This design comes from an exercise in tuning for small area on the open sky130 flow, not from production work. Function was checked by simulation only, so behaviour that the tests miss may differ from the original. Power and IR drop assume default switching activity.

==> flow/design.v, too long to show whole: its modules and the start of the top module <==
// module slide_puzzle: 55 lines
// module game: 85 lines
// module hex_decoder: 43 lines
// module bcd_decoder: 43 lines
// module sec_decoder: 43 lines
// module clear: 18 lines
// module countDown: 32 lines
// module gameBoardDatapath: 37 lines
// module gameBoardFSM: 49 lines
// module gameBoardPart2: 28 lines
// module gameStateFSM: 239 lines
// module gameStateDatapath: 118 lines
// module gridDrawer: 33 lines
// module movementCounter: 21 lines
// module drawerCnt: 36 lines
// module glyph: 482 lines
module slide_puzzle(
	input clk,
	input resetn,
	input [3: 0] KEY,
	output [7: 0] x,
	output [6: 0] y,
	output [2: 0] colour,
	output [6: 0] HEX0,
	output [6: 0] HEX1,
	output [6: 0] HEX2,
	output [6: 0] HEX3,
	output [6: 0] HEX4,
	output [6: 0] HEX5
);
  // ...
==> flow/flow/run.sh <==
#!/bin/bash
# Layout flow: the standard flow, with one step added after synthesis and
# one setting changed.
# - After the standard synthesis (standard.sh synth, unchanged), the
#   combinational logic of its netlist is re-mapped by ABC with an
#   area-oriented script (abc_area.abc); every register instance keeps its
#   name and cell. resynth.py proves the result equivalent to the standard
#   netlist (Yosys, registers paired by name) before it replaces it.
# - The port buffers are buf_1 cells.
# The layout steps are standard.sh's. Each tool's output is in its own log.
set -euo pipefail
WORK=$(pwd)
RES=$WORK/orfs/results/$FLOW_PLATFORM/slide_puzzle/base
LIB=$FLOW_HOME/platforms/$FLOW_PLATFORM/lib/sky130_fd_sc_hd__tt_025C_1v80.lib

# 1. the standard synthesis
bash $WORK/standard.sh synth > $WORK/synth.log 2>&1
cp $RES/1_2_yosys.v $WORK/standard_netlist.v

# 2. re-map the logic; the new netlist replaces the standard one (make then
#    rebuilds 1_synth.odb from it)
python3 $WORK/flow/resynth.py $WORK/standard_netlist.v $WORK/resynth.v $LIB $WORK/flow/abc_area.abc $WORK > $WORK/resynth_py.log 2>&1
cp $WORK/resynth.v $RES/1_2_yosys.v
touch $RES/1_2_yosys.v

# 3. layout
export BUFFER_PORTS_ARGS="-buffer_cell sky130_fd_sc_hd__buf_1"
bash $WORK/standard.sh > $WORK/layout.log 2>&1
==> flow/flow/abc_area.abc <==
strash
&get -n
&deepsyn -T 60
&put
dch -f
amap
==> flow/flow/resynth.py <==
#!/usr/bin/env python3
"""Re-maps the combinational logic of bench's standard synthesis netlist with
ABC (abc_area.abc), keeping every register instance (name, cell, pins) as the
standard synthesis made it, then proves the new netlist equivalent to the
standard one with Yosys (registers paired by instance name). Writes the new
netlist only when the proof succeeds.

usage: resynth.py STANDARD_NETLIST OUT_NETLIST LIBERTY ABC_SCRIPT WORKDIR"""
import re, subprocess, sys, os

std, out, lib, abc, work = sys.argv[1:6]
src = open(std).read()
cells = sorted(set(re.findall(r"\b(sky130_fd_sc_hd__\w+)\s+\S+\s*\(", src)))
seq = [c for c in cells if re.match(r"sky130_fd_sc_hd__(sed|ed|sd|d)f\w*$|sky130_fd_sc_hd__dl[xr]\w*$|\w*dlclkp\w*$", c)]
assert seq, "no registers found"

new = os.path.join(work, "resynth_all.v")
ys = os.path.join(work, "resynth.ys")
open(ys, "w").write(f"""
read_liberty -ignore_miss_func {lib}
read_verilog {std}
hierarchy -top slide_puzzle
setattr -mod -set keep_hierarchy 1 {' '.join(seq)}
flatten
select -module slide_puzzle
opt_clean
abc -script {abc} -liberty {lib} -dont_use *probe* -dont_use *lpflow*
opt_clean -purge
hilomap -singleton -hicell sky130_fd_sc_hd__conb_1 HI -locell sky130_fd_sc_hd__conb_1 LO
insbuf -buf sky130_fd_sc_hd__buf_1 A X
opt_clean -purge
select -clear
blackbox {' '.join(seq)}
stat -liberty {lib}
write_verilog -noattr -nohex -nodec {new}
""")
subprocess.run(["yosys", "-s", ys], check=True, stdout=open(os.path.join(work, "resynth.log"), "w"), stderr=subprocess.STDOUT)

# the same register instances, each in the same cell
reg = re.compile(r"\b(sky130_fd_sc_hd__\w+)\s+(\S+)\s*\(")
def regs(text):
    return sorted((n, c) for c, n in reg.findall(text) if c in seq)
got = open(new).read()
assert regs(got) == regs(src), "registers differ from the standard synthesis"
assert "assign" not in got, "netlist has assign statements"

eq = os.path.join(work, "equiv.ys")
open(eq, "w").write(f"""
read_liberty -ignore_miss_func {lib}
read_verilog {std}
rename slide_puzzle gold
read_verilog {new}
rename slide_puzzle gate
flatten gold gate
opt_clean
equiv_make gold gate eq
hierarchy -top eq
equiv_simple
equiv_status -assert
""")
subprocess.run(["yosys", "-s", eq], check=True, stdout=open(os.path.join(work, "equiv.log"), "w"), stderr=subprocess.STDOUT)
os.replace(new, out)
print("resynthesized netlist written to", out)
==> flow/standard.sh <==
#!/bin/bash
# synth_recipe.tcl (not shown) runs the flow's synth.tcl, then flattens the netlist and writes it again
# the make line also repeats each setting of config.mk as NAME=value (left out here)
make -C /OpenROAD-flow-scripts/flow DESIGN_CONFIG=/design/flow/config.mk WORK_HOME=/design/flow/orfs CLKGATE_MAP_FILE= SYNTH_SCRIPT=/design/flow/synth_recipe.tcl "${@:-finish}"
==> flow/config.mk <==
export PLATFORM = sky130hd
export DESIGN_NAME = slide_puzzle
export DESIGN_NICKNAME = slide_puzzle
export VERILOG_FILES = /design/flow/design.v
export SDC_FILE = /design/flow/constraint.sdc
export NUM_CORES = 8
export LEC_CHECK = 0
export ABC_AREA = 1
export CAP_MARGIN = 20
export CORE_MARGIN = 2
export CORE_UTILIZATION = 40
export CTS_BUF_LIST = sky130_fd_sc_hd__clkbuf_8
export CTS_CLUSTER_DIAMETER = 110
export CTS_CLUSTER_SIZE = 14
export GPL_TIMING_DRIVEN = 0
export SLEW_MARGIN = 20
==> flow/constraint.sdc <==
create_clock -name core_clock -period 20.0 [get_ports {clk}]
set_input_delay 4.0000 -clock core_clock [delete_from_list [all_inputs] [get_ports {clk}]]
set_output_delay 4.0000 -clock core_clock [all_outputs]
set_load 0.01 [all_outputs]
==> run_results.csv, run 1 <==
group,metric,value,unit
logic_synthesis,synth.avg_cell_area,7.23,um2
placement,gp_congestion,0.939,
critical_path,cp_slowest_cell,"clkinv_1",
timing,worst_hold_slack,0.318,ns
layout,final_cell_mix,"626 x nor2_1, 453 x clkinv_1, 449 x dfxtp_1",
routing,top_layer_used,"met4",
placement,dp.cells,3928,
grt,met1_usage,35.6,%
pwr,pg_seq,1040,uW
clock_network,post_cts_buffers,0,
pwr,pg_clk,497,uW
pwr,max-vdd-ir-drop,54.7,uV
floorplan,die_h,241,um
placement,dpl.hpwl,55.3,mm
critical_path,path_common_cell,"o21ai_0",
layout,clk_share,2.38,%
status,status,"timing/DRC/antenna clean",
floorplan,core,0.0552,mm2
floorplan,taps,748,
critical_path,crit_path_end,"x[4]",
critical_path,critPathArrivalTime,13.87,ns
clock_network,htree_levels,2,
hold_path,hp-class,"reg -> reg",
layout,final_nets,3226,
layout,largest_register_ff_count,64,
routing,drc,0,
floorplan,dieArea,0.0580,mm2
pwr,pwr.group.combinational,403,uW
clock_network,tritoncts,"yes",
clock_network,ctsLongestPathBuffers,3,
layout,register_area,0.00907,mm2
layout,layout-drive-gt1-share,2.26,%
routing,ant_nets,0,
grt,met3_usage,4.25,%
==> run 2, diff against run 1 <==
--- a/flow/config.mk
+++ b/flow/config.mk
@@ -12,5 +12,4 @@
 export CTS_BUF_LIST = sky130_fd_sc_hd__clkbuf_8
 export CTS_CLUSTER_DIAMETER = 110
 export CTS_CLUSTER_SIZE = 14
-export GPL_TIMING_DRIVEN = 0
 export SLEW_MARGIN = 20
==> run_results.csv, run 2 <==
group,metric,value,unit
hold_path,whs_endpoint,"g0.g1.f0.moveTo[4]$_DFF_P_",
critical_path,path_common_cell,"nor2_1",
critical_path,r2r_start,"g0.g0.drawNORMAL$_DFF_P_",
logic_synthesis,synth_cells,3089,
clock_network,cts_made_buffers,38,
timing,fmax,62.9,MHz
floorplan,start_util,40.6,%
grt,grt_pass1_vias,21987,
job,max_cap_violations,0,
layout,largest_register_ff_count,64,
layout,layout-drive-gt1-share,2.70,%
critical_path,reg2regPathDepth,11,
grt,grt_max_degree,47,
clock_network,htree_levels,2,
routing,drtIter0Drc,2579,
timing,worst_pin_slew,1.08,ns
layout,final_nets,3226,
pwr,powerDensity,79.0,mW/mm2
floorplan,core,0.0553,mm2
clock_network,cts_sinks,452,
routing,vias,23730,
critical_path,r2r_setup_slack,15.45,ns
timing,rsz0062_at_grt,"no",
layout,instances_no_fill,3973,
critical_path,cp-end-kind,"output pin",
placement,dp.cells,3927,
critical_path,path_max_fanout,16,
grt,grt_pass1_wl,121,mm
routing,drt_wl_total,78.0,mm
critical_path,cp-start-kind,"flip-flop",
timing,relSlewSlack,27.3,%
timing,period_needed,15.90,ns
routing,viasPerCell,5.97,
grt,track_usage,26.5,%
critical_path,cpPeakStageDelay,0.71,ns
layout,final_cell_mix,"628 x nor2_1, 449 x dfxtp_1, 438 x clkinv_1",
layout,layout_commonest_cell,"nor2_1",
hold_path,hp-class,"reg -> reg",
floorplan,die_x,241,um
critical_path,cp_slowest_cell,"nor2_2",
routing,routedWlPerCell,19.6,um
placement,gp_congestion,0.953,
clock_network,tritoncts,"yes",
critical_path,r2r-end,"g0.d0.d1.q47[0]$_SDFF_PP0_",
clock_network,clk_latency,0.65,ns
routing,drc,0,
timing,min_period_over_period,79.5,%
timing,hold_viol,0,
layout,area_growth,9.08,%
routing,ant_nets,0,
logic_synthesis,synth.avg_cell_area,7.26,um2
timing,skew,0.0333,ns
logic_synthesis,syn-cell-area,0.0224,mm2
timing,drv_slew,0,
critical_path,critPathLaunch,"g0.g0.drawHARD$_DFF_P_",
clock_network,ctsLongestPathBuffers,3,
clock_network,path_clk_slew,0.10,ns
clock_network,post_cts_buffers,0,
floorplan,die_h,241,um
pwr,max-vdd-ir-drop,44.1,uV
layout,reg.largest.list,"g0.g1.d0.blockState (64), g0.c0.cnt (10)",
routing,firstDrtPassIters,8,
floorplan,core.rowCount,86,
timing,final.setup.tns,0,ns
clock_network,hold_buffers,0,
grt,antenna_found_initial,1,
logic_synthesis,yosysWarnings,14,
grt,grt-ovfl-total,0,
placement,io_buffers,64,
placement,dpl.hpwl,59.1,mm
status,status,"timing/DRC/antenna clean",
critical_path,path_class,"reg -> out",
clock_network,cts_resized,0,
critical_path,cp.required,16.00,ns
timing,setup_viol,0,
critical_path,critPathArrivalTime,11.90,ns
hold_path,min_path_cells,0,
clock_network,cts-root-buf,"clkbuf_8",
floorplan,dieArea,0.0580,mm2
pwr,power_leakage,0.00743,uW
logic_synthesis,syn_nets,3095,
layout,top_register,"g0.g1.d0.blockState",
floorplan,io_pins,66,
==> run 2: metal layers <==
metal	GRT usage [%]	share of wire [%]	up-vias	wire length (um)
li1	-	-	11451	-
met1	37.7	46	11137	36200
met2	41.5	44	990	34100
met3	3.50	7.0	152	5440
met4	8.40	2.9	0	2280
met5	0	0	-	0
==> run 2: final cells by class <==
| cell class | count | area [um2] |
|---|---|---|
| fill | 5674 | 30800 |
| multi-input combinational | 2195 | 11800 |
| sequential | 452 | 9070 |
| inverter | 439 | 1650 |
| tap | 748 | 936 |
| clock buffer | 39 | 537 |
| timing repair buffer | 94 | 464 |
| clock inverter | 5 | 36.3 |
| antenna | 1 | 2.50 |
==> run 2: power by group <==
part	internal (uW)	switching [uW]	total [uW]	leakage (uW)
clock network	179	310	489	0.000306
registers	962	67.0	1030	0.00366
logic	119	295	414	0.00346
==> run 2: worst max-delay path by stage <==
stage	depth (start not counted)	end
floorplan	45	y[4]
global placement	47	y[4]
detailed placement	45	y[4]
CTS	45	y[4]
global route	45	y[4]
finish	44	x[5]
==> run 2: per-stage QoR <==
stage / instance area, um2 / utilization, % / power [uW] / hold slack [ns] / setup WS, ns
floorplan: 22400 / - / 1280 / 0.323 / 5.01
global placement: 23800 / 43.1 / 1450 / 0.326 / 5.16
detailed placement: 23800 / 43.1 / 1450 / 0.331 / 5.06
CTS: 24400 / 44.1 / 1930 / 0.340 / 4.32
global route: 24500 / 44.2 / 2020 / 0.361 / 3.08
finish: 24500 / 44.2 / 1930 / 0.338 / 4.10
==> run 2: critical path, delay by kind of cell, from the launching register on <==
family | cells | cell delay (ns)
simple gates | 21 | 4.39
compound gates | 16 | 4.31
buf+inv | 7 | 1.82
flops | 1 | 0.70
==> run 3, diff against run 2 <==
==> flow/flow/abc_area.abc (replaced) <==
strash
&get -n
&deepsyn -T 300
&put
dch -f
amap
strash
dch -f
amap
==> run_results.csv, run 3 <==
group,metric,value,unit
status,status,"timing/DRC/antenna clean",
hold_path,whs_endpoint,"g0.g1.f0.moveTo[4]$_DFF_P_",
floorplan,die_x,240,um
critical_path,path_max_fanout,17,
layout,layout-drive-gt1-share,2.52,%
floorplan,core.rowCount,86,
floorplan,dieArea,0.0576,mm2
critical_path,r2r_setup_slack,15.81,ns
critical_path,cp-end-kind,"output pin",
placement,io_buffers,64,
clock_network,ctsLongestPathBuffers,3,
floorplan,core,0.0551,mm2
timing,hold_viol,0,
pwr,max-vdd-ir-drop,48.8,uV
clock_network,clk_latency,0.67,ns
critical_path,path_buf_inv,13,
timing,drv_slew,0,
layout,final_cell_mix,"643 x nor2_1, 449 x dfxtp_1, 430 x clkinv_1",
routing,ant_nets,0,
job,max_cap_violations,0,
clock_network,post_cts_buffers,0,
clock_network,htree_levels,2,
critical_path,path_class,"reg -> out",
placement,dpl.hpwl,58.2,mm
floorplan,die_h,240,um
clock_network,cts_resized,0,
clock_network,cts-root-buf,"clkbuf_8",
hold_path,hp-class,"reg -> reg",
placement,dp.cells,3914,
clock_network,cts_made_buffers,38,
grt,antenna_found_initial,4,
critical_path,cpPeakStageDelay,0.63,ns
routing,drc,0,
timing,fmax,63.0,MHz
timing,rsz0062_at_grt,"no",
layout,top_register,"g0.g1.d0.blockState",
floorplan,io_pins,66,
timing,min_period_over_period,79.4,%
timing,skew,0.0474,ns
pwr,power_leakage,0.00737,uW
layout,final_nets,3212,
routing,firstDrtPassIters,6,
layout,instances_no_fill,3958,
layout,layout_commonest_cell,"nor2_1",
critical_path,critPathArrivalTime,11.88,ns
grt,grt-ovfl-total,0,
layout,area_growth,8.97,%
logic_synthesis,yosysWarnings,14,
logic_synthesis,synth.avg_cell_area,7.26,um2
critical_path,r2r-end,"g0.g1.d0.blockState[12]$_DFF_P_",
critical_path,cp_top_family,"simple AND/OR/NAND/NOR gates",
critical_path,reg2regPathDepth,14,
critical_path,cp.required,16.00,ns
timing,relSlewSlack,24.7,%
grt,track_usage,26.9,%
grt,grt_pass1_wl,122,mm
pwr,powerDensity,67.2,mW/mm2
critical_path,cp_slowest_cell,"dfxtp_1",
timing,setup_viol,0,
clock_network,hold_buffers,0,
routing,drt_wl_total,77.8,mm
floorplan,start_util,40.5,%
routing,vias,23346,
clock_network,path_clk_slew,0.10,ns
clock_network,cts_sinks,452,
grt,grt_pass1_vias,21846,
routing,viasPerCell,5.90,
layout,reg.largest.list,"g0.g1.d0.blockState (64), g0.c0.cnt (10)",
logic_synthesis,syn-cell-area,0.0223,mm2
critical_path,r2r_start,"g0.g1.f0.moveFrom[2]$_DFF_P_",
routing,drtIter0Drc,1797,
layout,largest_register_ff_count,64,
timing,worst_pin_slew,1.13,ns
clock_network,tritoncts,"yes",
logic_synthesis,syn_nets,3078,
placement,gp_congestion,1.00,
hold_path,min_path_cells,0,
critical_path,cp-start-kind,"flip-flop",
grt,grt_max_degree,59,
timing,period_needed,15.88,ns
timing,final.setup.tns,0,ns
routing,routedWlPerCell,19.7,um
critical_path,path_common_cell,"nor2_1",
logic_synthesis,synth_cells,3072,
## run 3: worst max-delay path by stage
stage                                        start    to  slack [ns]  cells after the start
after global placement    g0.g0.drawNORMAL$_DFF_P_  y[4]        5.37                     54
after global routing      g0.g0.drawNORMAL$_DFF_P_  y[4]        2.64                     54
final                     g0.g0.drawNORMAL$_DFF_P_  y[4]        4.12                     54
after CTS                 g0.g0.drawNORMAL$_DFF_P_  y[4]        4.14                     54
after floorplan               g0.g0.drawEZ$_DFF_P_  y[4]        4.43                     45
after detailed placement  g0.g0.drawNORMAL$_DFF_P_  y[4]        4.93                     54
## run 3: where the power goes
group	switching (uW)	internal [uW]
Sequential	14.7	915
Clock	317	174
Combinational	150	61.6
Total	482	1150
## run 3: through the flow
step / setup WS [ns] / hold WS, ns / cell area [um2] / utilization, % / power [uW]
floorplan: 4.43 / 0.323 / 22300 / - / 1080
global placement: 5.37 / 0.324 / 23700 / 43.1 / 1160
detailed placement: 4.93 / 0.337 / 23700 / 43.1 / 1160
CTS: 4.14 / 0.357 / 24300 / 44.1 / 1650
global route: 2.64 / 0.360 / 24300 / 44.1 / 1710
finish: 4.12 / 0.348 / 24300 / 44.1 / 1630
## run 3: area by class of cell
cell class              count  area (um2)
repair buffers             97         489
clock inverters             4        27.5
well taps                 748         936
fillers                  5688       30800
clock buffers              38         523
inverters                 431        1620
flip-flops and latches    452        9070
diodes                      2        5.00
multi-input cells        2186       11600
## run 3: metal layers
layer	track usage (%)	up-vias	wire length, um	part of all wire (%)
li1	-	11354	-	-
met1	34.2	10879	33100	43
met2	44.4	898	35300	45
met3	4.14	211	5160	6.6
met4	13.2	4	4250	5.5
met5	0	-	29	0.037
==> run 4, diff against run 3 <==
==> flow/flow/abc_area.abc (replaced) <==
strash
&get -n
&deepsyn -T 1200
&put
dch -f
amap
strash
dch -f
amap
==> run_results.csv, run 4 <==
group,metric,value,unit
floorplan,core,0.0550,mm2
critical_path,r2r_setup_slack,14.73,ns
hold_path,hp-class,"reg -> reg",
placement,dp.cells,3908,
grt,track_usage,26.5,%
layout,reg.largest.list,"g0.g1.d0.blockState (64), g0.c0.cnt (10)",
layout,final_cell_mix,"640 x nor2_1, 449 x dfxtp_1, 412 x clkinv_1",
logic_synthesis,syn_nets,3074,
routing,routedWlPerCell,19.5,um
clock_network,post_cts_buffers,0,
status,status,"timing/DRC/antenna clean",
routing,drt_wl_total,77.2,mm
floorplan,dieArea,0.0574,mm2
placement,dpl.hpwl,57.4,mm
timing,hold_viol,0,
clock_network,tritoncts,"yes",
hold_path,whs_endpoint,"g0.g1.f0.moveTo[4]$_DFF_P_",
placement,io_buffers,64,
clock_network,hold_buffers,0,
routing,vias,23234,
layout,layout_commonest_cell,"nor2_1",
clock_network,cts_made_buffers,38,
layout,fin_area,0.0243,mm2
clock_network,cts-root-buf,"clkbuf_8",
pwr,max-vdd-ir-drop,38.1,uV
floorplan,io_pins,66,
clock_network,ctsLongestPathBuffers,3,
critical_path,path_common_cell,"nor2_1",
timing,setup_ws,2.68,ns
timing,fmax,57.7,MHz
critical_path,cp_slowest_cell,"clkinv_1",
timing,worst_pin_slew,1.24,ns
critical_path,cpPeakStageDelay,0.91,ns
grt,antenna_found_initial,2,
layout,area_growth,9.35,%
pwr,powerDensity,65.1,mW/mm2
timing,drv_slew,0,
grt,grt-ovfl-total,0,
critical_path,path_class,"reg -> out",
grt,grt_max_degree,56,
critical_path,reg2regPathDepth,9,
logic_synthesis,synth.avg_cell_area,7.24,um2
timing,relSlewSlack,17.0,%
clock_network,htree_levels,2,
timing,setup_viol,0,
critical_path,cp.required,16.00,ns
logic_synthesis,synth_cells,3068,
routing,drtIter0Drc,1998,
routing,firstDrtPassIters,8,
critical_path,critPathArrivalTime,13.32,ns
routing,drc,0,
floorplan,die_x,240,um
critical_path,r2r_start,"g0.g0.inGame$_DFF_P_",
layout,largest_register_ff_count,64,
floorplan,start_util,40.4,%
clock_network,cts_sinks,452,
placement,dp_slack,3.71,ns
clock_network,cts_resized,0,
timing,final.setup.tns,0,ns
grt,grt_pass1_wl,120,mm
critical_path,cp-end-kind,"output pin",
layout,final_nets,3206,
timing,skew,0.0362,ns
timing,period_needed,17.32,ns
floorplan,core.rowCount,86,
critical_path,cp-start-kind,"flip-flop",
placement,gp_congestion,0.994,
logic_synthesis,syn-cell-area,0.0222,mm2
grt,grt_pass1_vias,21468,
pwr,finalPower,1580,uW
layout,top_register,"g0.g1.d0.blockState",
layout,instances_no_fill,3955,
layout,layout-drive-gt1-share,2.68,%
routing,ant_nets,0,
clock_network,clk_latency,0.64,ns
floorplan,die_h,240,um
critical_path,r2r-end,"g0.g1.d0.blockState[54]$_DFF_P_",
job,max_cap_violations,0,
timing,rsz0062_at_grt,"no",
placement,placed_area,0.0236,mm2
timing,min_period_over_period,86.6,%
hold_path,min_path_cells,0,
clock_network,path_clk_slew,0.10,ns
routing,viasPerCell,5.87,
logic_synthesis,yosysWarnings,14,
pwr,power_leakage,0.00736,uW
critical_path,path_max_fanout,38,
run 4: worst max path at each step:
stage / cells past startpoint / start / slack, ns / endpoint
2_1_floorplan: 45 / g0.g0.drawEZ$_DFF_P_ / 4.57 / x[4]
5_1_grt: 48 / g0.g0.drawHARD$_DFF_P_ / 1.73 / x[4]
4_1_cts: 48 / g0.g0.drawHARD$_DFF_P_ / 2.95 / x[4]
3_5_place_dp: 48 / g0.g0.drawHARD$_DFF_P_ / 3.71 / x[4]
3_3_place_gp: 47 / g0.g0.drawHARD$_DFF_P_ / 4.00 / x[4]
6_report: 48 / g0.g0.drawHARD$_DFF_P_ / 2.68 / x[4]
run 4: critical path: cells and delay by family, from the launching register on:
kind / cells / cell delay (ns)
buffers and inverters: 11 / 3.42
AND/OR/NAND/NOR: 20 / 4.46
AO/OA/AOI/OAI: 17 / 4.10
flip-flops: 1 / 0.69
run 4: layout make-up:
type	instances	area, um2
clock buffer	41	564
multi-input combinational	2200	11600
inverter	413	1550
timing repair buffer	95	474
sequential	452	9070
tap	748	936
fill	5637	30700
clock inverter	4	46.3
antenna	2	5.00
run 4: routing by layer:
| metal | vias to the layer above | track usage [%] | wire (um) |
|---|---|---|---|
| met5 | - | 0 | 13 |
| met4 | 2 | 7.90 | 2150 |
| met3 | 139 | 3.96 | 5120 |
| met2 | 833 | 42.5 | 34400 |
| met1 | 10993 | 36.7 | 35500 |
| li1 | 11267 | - | - |
run 4: report_power, final:
part           total [uW]  switching (uW)  internal, uW
registers             925            13.2           912
clock network         504             306           198
logic                 151             105          45.9
total                1580             425          1160
run 4: stage by stage:
step / util, % / hold WS, ns
after floorplan: - / 0.323
after global placement: 43.0 / 0.327
after detailed placement: 43.0 / 0.339
after CTS: 44.1 / 0.361
after global routing: 44.2 / 0.369
final: 44.2 / 0.355
==> run 5, diff against run 4 <==
==> flow/run.sh (new file) <==
#!/bin/bash
# synth_recipe.tcl (not shown) runs the flow's synth.tcl, then flattens the netlist and writes it again
# the make line also repeats each setting of config.mk as NAME=value (left out here)
make -C /OpenROAD-flow-scripts/flow DESIGN_CONFIG=/design/flow/config.mk WORK_HOME=/design/flow/orfs CLKGATE_MAP_FILE= SYNTH_SCRIPT=/design/flow/synth_recipe.tcl finish
removed: flow/flow/run.sh
removed: flow/flow/abc_area.abc
removed: flow/flow/resynth.py
removed: flow/standard.sh
==> run_results.csv, run 5 <==
group,metric,value,unit
logic_synthesis,ys_seq_area_share,30.2,%
logic_synthesis,synthTopCellsByArea,"dfxtp_1 30%, ha_1 10%, nand2_1 9.4%, inv_1 8.5%, nor2_1 6.9%",
critical_path,path_common_cell,"nand2_1",
clock_network,cts-root-buf,"clkbuf_8",
hold_path,hp-class,"reg -> reg",
routing,routedWlPerCell,15.9,um
placement,gp_congestion,0.987,
critical_path,cp-start-kind,"flip-flop",
clock_network,cts_sinks,452,
clock_network,cts_made_buffers,39,
timing,period_needed,16.64,ns
routing,drtIter0Drc,2471,
floorplan,dieArea,0.0773,mm2
timing,final.setup.tns,0,ns
layout,layout-drive-gt1-share,4.43,%
layout,instances_no_fill,5354,
routing,drc,0,
floorplan,core.rowCount,100,
pwr,powerDensity,60.7,mW/mm2
routing,viasPerCell,5.31,
floorplan,core,0.0744,mm2
logic_synthesis,syn-cell-area,0.0300,mm2
floorplan,die_h,278,um
timing,skew,0.0654,ns
routing,vias,28420,
critical_path,path_class,"reg -> out",
clock_network,ctsLongestPathBuffers,3,
timing,setup_viol,0,
placement,dp.cells,5303,
placement,dpl.hpwl,63.9,mm
critical_path,cp_slowest_cell,"clkdlybuf4s50_1",
floorplan,io_pins,66,
grt,track_usage,21.7,%
layout,area_growth,7.74,%
layout,largest_register_ff_count,64,
logic_synthesis,synth.distinct_cells,71,
timing,hold_viol,0,
layout,final_nets,4658,
logic_synthesis,ys_seq_elements,452,
timing,fmax,60.1,MHz
logic_synthesis,synthTopCellsByCount,"749 x nand2_1, 677 x inv_1, 553 x nor2_1, 450 x dfxtp_1, 251 x nand3_1",
pwr,power_leakage,0.0141,uW
layout,fin_area,0.0324,mm2
critical_path,path_max_fanout,29,
grt,antenna_found_initial,1,
logic_synthesis,syn_nets,4620,
layout,reg.largest.list,"g0.g1.d0.blockState (64), g0.c0.cnt (10)",
timing,worst_pin_slew,1.15,ns
critical_path,cpPeakStageDelay,0.57,ns
floorplan,start_util,40.4,%
clock_network,hold_buffers,0,
logic_synthesis,ys.flop_type,"dfxtp_1",
layout,final_cell_mix,"748 x nand2_1, 678 x inv_1, 551 x nor2_1",
logic_synthesis,synth.avg_cell_area,6.92,um2
placement,placed_area,0.0317,mm2
grt,grt_pass1_vias,26454,
job,max_cap_violations,0,
logic_synthesis,synth_edf_count,2,
critical_path,cp-end-kind,"output pin",
clock_network,htree_levels,2,
logic_synthesis,yosysTopAreaCell,"dfxtp_1",
grt,grt_pass1_wl,139,mm
timing,relSlewSlack,22.8,%
layout,top_register,"g0.g1.d0.blockState",
timing,drv_slew,0,
layout,layout_commonest_cell,"nand2_1",
logic_synthesis,async_flop_share,0,%
grt,grt-ovfl-total,0,
logic_synthesis,yosysWarnings,14,
routing,ant_nets,0,
routing,firstDrtPassIters,5,
grt,grt_max_degree,55,
critical_path,cp.required,16.00,ns
pwr,max-vdd-ir-drop,40.4,uV
clock_network,cts_resized,0,
critical_path,critPathArrivalTime,12.64,ns
logic_synthesis,synthMostInstantiatedCell,"nand2_1",
clock_network,path_clk_slew,0.09,ns
status,status,"timing/DRC/antenna clean",
routing,drt_wl_total,85.0,mm
clock_network,clk_latency,0.67,ns
floorplan,die_x,278,um
logic_synthesis,synth_cells,4339,
clock_network,tritoncts,"yes",
logic_synthesis,synth_top_area_share,30.0,%
placement,io_buffers,64,
layout,finalCoreUtilization,43.5,%
clock_network,post_cts_buffers,0,
timing,rsz0062_at_grt,"no",
timing,min_period_over_period,83.2,%
[run 5: cell type report]
cell class	count	area (um2)
Clock inverter	9	68.8
Fill cell	7720	42100
Multi-Input combinational cell	3075	17900
Clock buffer	39	537
Timing Repair Buffer	104	933
Sequential cell	452	9070
Inverter	705	2650
Antenna cell	1	2.50
Tap cell	969	1210
[run 5: worst paths after layout]
kind	depth (start not counted)	start	end	slack, ns
hold / removal	0	flip-flop	g0.g1.f0.moveTo[3]$_DFF_P_	0.36
hold reg to reg	0	flip-flop	g0.g1.f0.moveTo[3]$_DFF_P_	0.36
setup / recovery	62	g0.g0.drawHARD$_DFF_P_	y[5]	3.36
setup reg to reg	18	g0.g1.f0.moveFrom[0]$_DFF_P_	g0.g1.d0.blockState[0]$_DFF_P_	15.44
[run 5: metrics by stage]
step	setup slack (ns)	power [uW]	hold WS, ns
after floorplan	5.76	1310	0.323
after global placement	4.41	1470	0.331
after detailed placement	4.19	1470	0.339
after CTS	3.42	1990	0.360
after global routing	2.26	2080	0.359
final	3.36	1970	0.360
[run 5: logic make-up after synthesis]
family,share of synthesized area [%]
other cells,0.0125
compound gates,15.7
buf+inv,10.4
flops,30.2
xor+xnor,3.73
fa+ha+maj,12.1
simple gates,27.8
[run 5: routing by layer]
metal | global-route usage, % | vias to the layer above | share of wire, %
met5 | 0 | - | 0.015
li1 | - | 14411 | -
met2 | 35.7 | 827 | 45
met1 | 29.7 | 13026 | 47
met4 | 6.65 | 2 | 2.8
met3 | 2.56 | 154 | 5.8
[run 5: where the power goes]
part	total, uW	leakage [uW]	internal (uW)	switching, uW
Combinational	439	0.0101	143	296
Sequential	1020	0.00366	962	55.3
Clock	509	0.000321	183	326
[run 5: worst max-delay path, delay by kind of cell, from the launching register on]
| kind | cells | cell delay, ns |
|---|---|---|
| AO/OA/AOI/OAI | 7 | 1.34 |
| XOR/XNOR | 3 | 0.38 |
| adder cells (fa/ha/maj) | 12 | 4.07 |
| buffers and inverters | 13 | 2.70 |
| flip-flops | 1 | 0.35 |
| AND/OR/NAND/NOR | 27 | 3.07 |

## re-timing with driven ports
No port has a modelled driver above. Below, the same layouts with a new extraction and two added sets of constraints.
Step 1, drivers: a clkbuf_16 drives clk and a buf_2 each remaining input, both assumed.
Step 2 adds t to the input delays and takes it off the output delays; t is the mean of the earliest and latest rising clock arrival at the registers after step 1. Input paths then give back, and output paths get back, about the clock's delay inside the block.
Slacks: ideal / step 1 / step 2; pairs: ideal / step 1.
run	t (ns)	slack for setup (ns)	hold slack, ns	latest minus earliest clock arrival (ns)	worst slew at a driven data input, ns
run 1	0.675	2.127 / 2.072 / 2.747	0.318 / 0.318 / 0.318	0.045 / 0.046	0.03
run 2	0.684	4.097 / 4.044 / 4.728	0.338 / 0.338 / 0.338	0.034 / 0.034	0.04
run 3	0.702	4.119 / 4.061 / 4.763	0.348 / 0.348 / 0.348	0.050 / 0.050	0.04
run 4	0.682	2.680 / 2.623 / 3.305	0.355 / 0.355 / 0.355	0.039 / 0.039	0.04
run 5	0.691	3.362 / 3.307 / 3.998	0.360 / 0.360 / 0.360	0.071 / 0.072	0.05
After both steps setup and hold are still met in every run listed.
